What follows belongs to an exercise in optimizing a design on an open flow for small area and a short achievable clock period; a production flow would make more cautious choices.
The RTL was checked by simulation tests, not by an equivalence proof against the original design.

File: flow/run.sh
#!/bin/bash
# synth_recipe.tcl (not shown) runs the flow's synth.tcl, then flattens the netlist and writes it again
# the make line also repeats each setting of config.mk as NAME=value (left out here)
make -C /OpenROAD-flow-scripts/flow DESIGN_CONFIG=/design/flow/config.mk WORK_HOME=/design/flow/orfs CLKGATE_MAP_FILE= SYNTH_SCRIPT=/design/flow/synth_recipe.tcl finish
File: flow/config.mk
export PLATFORM = sky130hd
export DESIGN_NAME = adc_display
export DESIGN_NICKNAME = adc_display
export VERILOG_FILES = /design/flow/design.v
export SDC_FILE = /design/flow/constraint.sdc
export NUM_CORES = 4
export LEC_CHECK = 0
export CAP_MARGIN = 20
export CORE_MARGIN = 2
export CORE_UTILIZATION = 40
export SLEW_MARGIN = 20
export SYNTH_HIERARCHICAL = 1
File: flow/constraint.sdc
create_clock -name core_clock -period 25.0 [get_ports {clk}]
set_input_delay 5.0000 -clock core_clock [delete_from_list [all_inputs] [get_ports {clk}]]
set_output_delay 5.0000 -clock core_clock [all_outputs]
set_load 0.01 [all_outputs]
File: flow/design.v
module full_add(input a, input b, input ci, output s, output co);
    assign s  = a ^ b ^ ci;
    assign co = (a & b) | (a & ci) | (b & ci);
endmodule
module half_add(input a, input b, output s, output co);
    assign s  = a ^ b;
    assign co = a & b;
endmodule
module and_bit(input a, input b, output y);
    assign y = a & b;
endmodule
module carry3(input a, input b, input ci, output co);
    assign co = (a & b) | (a & ci) | (b & ci);
endmodule
module times_five_hi #(parameter M = 12, parameter L = 3)
        (input [M-1:0] x, input cin, output [M-2:L] s, output [3:0] d);
    wire [M+2:L] t;
    wire [M:L]   cy;             
    assign cy[L] = cin;
    genvar j;
    generate
        for (j = L; j < M; j = j + 1) begin : add
            full_add fa(.a(x[j]), .b(x[j-2]), .ci(cy[j]), .s(t[j]), .co(cy[j+1]));
        end
    endgenerate
    wire cm1;
    half_add top0(.a(x[M-2]), .b(cy[M]), .s(t[M]),   .co(cm1));
    half_add top1(.a(x[M-1]), .b(cm1),   .s(t[M+1]), .co(t[M+2]));
    assign d = t[M+2:M-1];
    assign s = t[M-2:L];
endmodule
module times_five_pre #(parameter M = 12, parameter L = 3)
        (input [M-1:0] x, input cin, output [M-2:L] s, output [1:0] top, output co, output lsb);
    wire [M-1:L] t;
    wire [M:L]   cy;             
    assign cy[L] = cin;
    genvar j;
    generate
        for (j = L; j < M; j = j + 1) begin : add
            full_add fa(.a(x[j]), .b(x[j-2]), .ci(cy[j]), .s(t[j]), .co(cy[j+1]));
        end
    endgenerate
    assign top = x[M-1:M-2];
    assign co  = cy[M];
    assign lsb = t[M-1];
    assign s   = t[M-2:L];
endmodule
module digit_post(input [1:0] top, input co, input lsb, input clr, output [3:0] d);
    wire cm1;
    wire d3;
    half_add top0(.a(top[0]), .b(co),  .s(d[1]), .co(cm1));
    half_add top1(.a(top[1]), .b(cm1), .s(d[2]), .co(d3));
    assign d[3] = d3 & ~clr;
    assign d[0] = lsb & ~clr;
endmodule
module times_five_last #(parameter M = 7, parameter L = 4)
        (input [M-1:0] x, input cin, output [3:0] d);
    wire [M+2:M-1] t;
    wire [M:L]     cy;           
    assign cy[L] = cin;
    genvar j;
    generate
        for (j = L; j < M-1; j = j + 1) begin : add
            carry3 ca(.a(x[j]), .b(x[j-2]), .ci(cy[j]), .co(cy[j+1]));
        end
    endgenerate
    full_add fa(.a(x[M-1]), .b(x[M-3]), .ci(cy[M-1]), .s(t[M-1]), .co(cy[M]));
    wire cm1;
    half_add top0(.a(x[M-2]), .b(cy[M]), .s(t[M]),   .co(cm1));
    half_add top1(.a(x[M-1]), .b(cm1),   .s(t[M+1]), .co(t[M+2]));
    assign d = t[M+2:M-1];
endmodule
module frac_digits_hi(input [11:0] c, output full,
        output [1:0] t5, output co5, output lsb5, output [1:0] t4, output co4, output lsb4,
        output [9:1] x2, output x3_2, output c3_3, output c4_3);
    wire [10:0] x1;
    wire [9:0]  y2;
    wire        c1_3, c2_3;
    assign x1[1:0] = c[1:0];
    half_add h1(.a(c[2]), .b(c[0]), .s(x1[2]), .co(c1_3));
    times_five_pre #(12, 3) s1(.x(c), .cin(c1_3), .s(x1[10:3]), .top(t5), .co(co5), .lsb(lsb5));
    assign y2[2:0] = c[2:0];
    and_bit a2(.a(x1[2]), .b(x1[0]), .y(c2_3));
    times_five_pre #(11, 3) s2(.x(x1), .cin(c2_3), .s(y2[9:3]), .top(t4), .co(co4), .lsb(lsb4));
    assign full = &c[11:2] & (c[1] | c[0]);
    wire keep = ~full;
    genvar i;
    generate
        for (i = 1; i < 10; i = i + 1) begin : mask
            and_bit k(.a(y2[i]), .b(keep), .y(x2[i]));
        end
    endgenerate
    and_bit k32(.a(x1[2]), .b(keep), .y(x3_2));
    and_bit k33(.a(c1_3),  .b(keep), .y(c3_3));
    and_bit k43(.a(c2_3),  .b(keep), .y(c4_3));
endmodule
module frac_digits_lo(input [9:1] x2, input x3_2, input c3_3, input c4_3,
        output [3:0] d3, d2, d1, d0);
    wire [8:1] x3;
    wire [7:1] x4;
    wire [6:1] x5;
    wire [9:0] x2f = {x2, 1'b0};     
    wire [8:0] x3f = {x3, 1'b0};
    wire [7:0] x4f = {x4, 1'b0};
    wire [6:0] x5f = {x5, 1'b0};
    assign x3[2:1] = {x3_2, x2[1]};
    times_five_hi #(10, 3) s3(.x(x2f), .cin(c3_3), .s(x3[8:3]), .d(d3));
    assign x4[2:1] = x2[2:1];
    times_five_hi #(9, 3) s4(.x(x3f), .cin(c4_3), .s(x4[7:3]), .d(d2));
    assign x5[2:1] = x3[2:1];
    times_five_hi #(8, 3) s5(.x(x4f), .cin(c3_3), .s(x5[6:3]), .d(d1));
    times_five_last #(7, 3) s6(.x(x5f), .cin(c4_3), .d(d0));
endmodule
module led_bar(input [3:0] level, output [15:0] LED);
    genvar i;
    generate
        for (i = 0; i < 16; i = i + 1) begin : bar
            assign LED[i] = (level >= i);
        end
    endgenerate
endmodule
module adc_display(
    input         clk,
    input         ready,
    input  [15:0] data,
    output [15:0] LED,
    output [3:0]  dig0,
    output [3:0]  dig1,
    output [3:0]  dig2,
    output [3:0]  dig3,
    output [3:0]  dig4,
    output [3:0]  dig5,
    output [3:0]  dig6
);
    wire       full;
    wire [1:0] t5, t4;
    wire       co5, lsb5, co4, lsb4;
    wire [9:1] x2;
    wire       x3_2, c3_3, c4_3;
    frac_digits_hi conv_hi(.c(data[15:4]), .full(full),
        .t5(t5), .co5(co5), .lsb5(lsb5), .t4(t4), .co4(co4), .lsb4(lsb4),
        .x2(x2), .x3_2(x3_2), .c3_3(c3_3), .c4_3(c4_3));
    reg        full_q;
    reg [1:0]  t5_q, t4_q;
    reg        co5_q, lsb5_q, co4_q, lsb4_q;
    reg [9:1]  x2_q;
    reg        x3_2_q, c3_3_q, c4_3_q;
    reg [3:0]  level;
    always @(posedge clk) begin
        full_q <= full;
        t5_q   <= t5;
        co5_q  <= co5;
        lsb5_q <= lsb5;
        t4_q   <= t4;
        co4_q  <= co4;
        lsb4_q <= lsb4;
        x2_q   <= x2;
        x3_2_q <= x3_2;
        c3_3_q <= c3_3;
        c4_3_q <= c4_3;
        if (ready) level <= data[15:12];
    end
    led_bar bar(.level(level), .LED(LED));
    frac_digits_lo conv_lo(.x2(x2_q), .x3_2(x3_2_q), .c3_3(c3_3_q), .c4_3(c4_3_q),
        .d3(dig3), .d2(dig2), .d1(dig1), .d0(dig0));
    digit_post p5(.top(t5_q), .co(co5_q), .lsb(lsb5_q), .clr(full_q), .d(dig5));
    digit_post p4(.top(t4_q), .co(co4_q), .lsb(lsb4_q), .clr(full_q), .d(dig4));
    assign dig6 = {3'b000, full_q};
endmodule
==> run summary <==
-- worst paths after layout --
check                start      end  slack, ps  cells after the start
setup / recovery   x2_q[1]  dig0[2]      15030                     10
hold / removal    data[15]  t5_q[1]       5320                      1
-- per-layer routing --
metal / global-route usage, % / vias to the layer above
li1: - / 512
met1: 13.8 / 536
met2: 25.6 / 32
met3: 2.25 / 5
met4: 5.03 / 0
met5: 0 / -
-- layout by cell type, fill, tap and decap left out, types with 4 or more instances in the layout --
cell type,count
sky130_fd_sc_hd__edfxtp_1,4
sky130_fd_sc_hd__fa_1,36
sky130_fd_sc_hd__nor2b_1,5
sky130_fd_sc_hd__nor2_1,4
sky130_fd_sc_hd__conb_1,4
sky130_fd_sc_hd__nand2_1,4
sky130_fd_sc_hd__ha_1,13
sky130_fd_sc_hd__and2_1,13
sky130_fd_sc_hd__dfxtp_1,21
sky130_fd_sc_hd__clkdlybuf4s50_1,53
-- flip-flops by register name, indices dropped and copies added (netlist names) --
signal,cells
c3_3_q,1
c4_3_q,1
co4_q,1
co5_q,1
full_q,1
level,4
lsb4_q,1
lsb5_q,1
t4_q,2
t5_q,2
x2_q,9
x3_2_q,1
-- layout make-up --
cell class | count | area [µm²]
well taps | 52 | 65.1
clock buffers | 3 | 41.3
fillers | 360 | 1990
repair buffers | 53 | 531
flip-flops and latches | 25 | 541
multi-input cells | 96 | 1170
clock inverters | 1 | 5.00
inverters | 2 | 7.51
-- metrics by stage --
stage / hold slack [ps] / std cells
after CTS: 5320 / 232
after detailed placement: 5620 / 228
after floorplan: 5100 / 136
final: 5320 / 232
after global placement: 5610 / 228
after global routing: 5330 / 232
==> metrics list <==
* Die area: between 5000 and 6000 µm²
* Overall fraction of global-route tracks in use: 13.1%
* Netlist area before placement: about 1800 µm²
* Worst path arrival time: 4970 ps
* Clock slew seen by the registers of the worst setup and hold paths: 80 ps
- The number of pins with negative max-slew slack in the final report is 0.
- The floorplan has 24 rows.
- Setup violation total in the final timing report: 0
- For this run, the number of Yosys warnings is 7.
* Met3 wire len: around 130 µm
- Result of the run: timing/DRC/antenna clean
- The initial antenna violation count came to 0.
* Least setup slack across all paths after layout: 15,030 ps
* Post-Route Setup TNS: 0 ps
* Routed WL per cell: about 12 µm
- Walking the worst path, the cells encountered are fa_1 -> fa_1 -> fa_1 -> fa_1 -> fa_1 -> fa_1 -> fa_1 -> ha_1 -> ha_1 -> clkdlybuf4s50_1.
- Routed length on met1: between 1 and 1.5 mm
- Number of buffers inserted by port buffering: 53
- The critical path is of the reg2out type.
- Once placement finished, the instance area stood at roughly 2300 µm².
- At the worst endpoint, the required time is around 20,000 ps.
- Detail Route met2 WL: between 1.5 and 2 mm
- Setup slack at placement: 15,280 ps
- Top Ports: 62
- Initial standard-cell utilization of the core: between 40% and 50%
- Antenna Nets Post-Route: 0
- From bottom edge to top edge, the die measures between 70 and 80 µm.
- Path category of the worst min-delay check: in2reg
- Buffer and inverter count on the worst path: 1
- 0 antenna diodes ended up in the layout.
- Clock sink count: 25
- Startpoint type of the worst setup path: register
* Endpoint class of the critical path: primary output
* RSZ-0062 raised after global routing: no
- Pin count of the biggest net entering global routing: 15
- For this run, design rule violations remaining after detail routing come to 0.
- Post-CTS timing repair inserted 0 buffers for setup.
- Min Tclk post-route: ~10000 ps
- Number of instances in the synthesized netlist: 134
- Measured along the x axis, the die boundary spans approximately 70 µm.
* 1st-pass router iterations: 2
- Number of nets in the final layout: between 200 and 250
- Detailed Route Iter0 Violations: 9
- The finished cells cover between 2000 and 2500 µm².
- In this run the worst path has a maximum fanout of 4.
- Hold_buf cts: 0
* Fraction of the core area covered by cells at the end of the flow: between 50% and 60%
- Detailed-route via count: between 1,000 and 1,500
* Portion of the clock cycle consumed by the worst path in the final layout: 39.9%
* Number of instances resized during post-cts repair: 0
* Delay of the slowest critical-path stage: roughly 520 ps
* CTS H-tree lvls: 1
- Global routing finished with a remaining overflow of 0.
- Summed over all nets, the half-perimeter wirelength after detailed placement is about 2.6 mm.
* Routed WL: 2.87 mm
* Layout overhead on the synthesized area: 30.4%
- Routability cong.: roughly 0.81
* Largest buffer count on any clock path: 2
* F_max: 0.100 GHz
* Number of violations of the max-capacitance limit: 0
* Master cell of the clock root buffer: sky130_fd_sc_hd__clkbuf_8
- Using the TritonRoute via totals, the vias-per-cell ratio works out to roughly 4.7.
* Area of the core region: approximately 4400 µm²
- Inserted Clock Buffers: 3
- Gate family responsible for the most delay along the worst path: adder cells
- Most common cell type on the critical path: sky130_fd_sc_hd__fa_1
- Highest-delay cell along the critical path: sky130_fd_sc_hd__fa_1
- Number of global-route vias before repair: 1,251
- Synthesized area per cell: approximately 14 µm²
* Clock tree from TritonCTS: yes
- The first global-routing pass estimated roughly 5.3 mm of wire.
- Layout cells sized above 1: between 6 and 7%
- Hold violation count in the final report: 0
* Highest metal layer with signal wires: met4

re-timing with driven ports:
How much do the figures lean on ideal ports? The routed layout below was timed once more, with nothing changed but the port constraints. Step 1 sets driving cells, clkbuf_16 on the clock port and buf_2 on the other inputs (assumed; they add their load-dependent delay and slew). Step 2 adds t to the input delays and takes it off the output delays; t is the mean of the earliest and latest rising clock arrival at the registers after step 1. Input paths then give back, and output paths get back, about the clock's delay inside the block. a / b / c = ideal / step 1 / step 2; a / b = the first two.
t, ns: 0.283
setup slack, ns: 15.032 / 15.008 / 15.291
hold slack, ns: 5.323 / 5.319 / 5.603
worst setup path after step 2: register to output
cell pins on the clock port's net: 1
After both steps this run still meets setup and hold. The setup slack of this run moves by -0.024 ns with the drivers and by +0.259 ns with both steps.
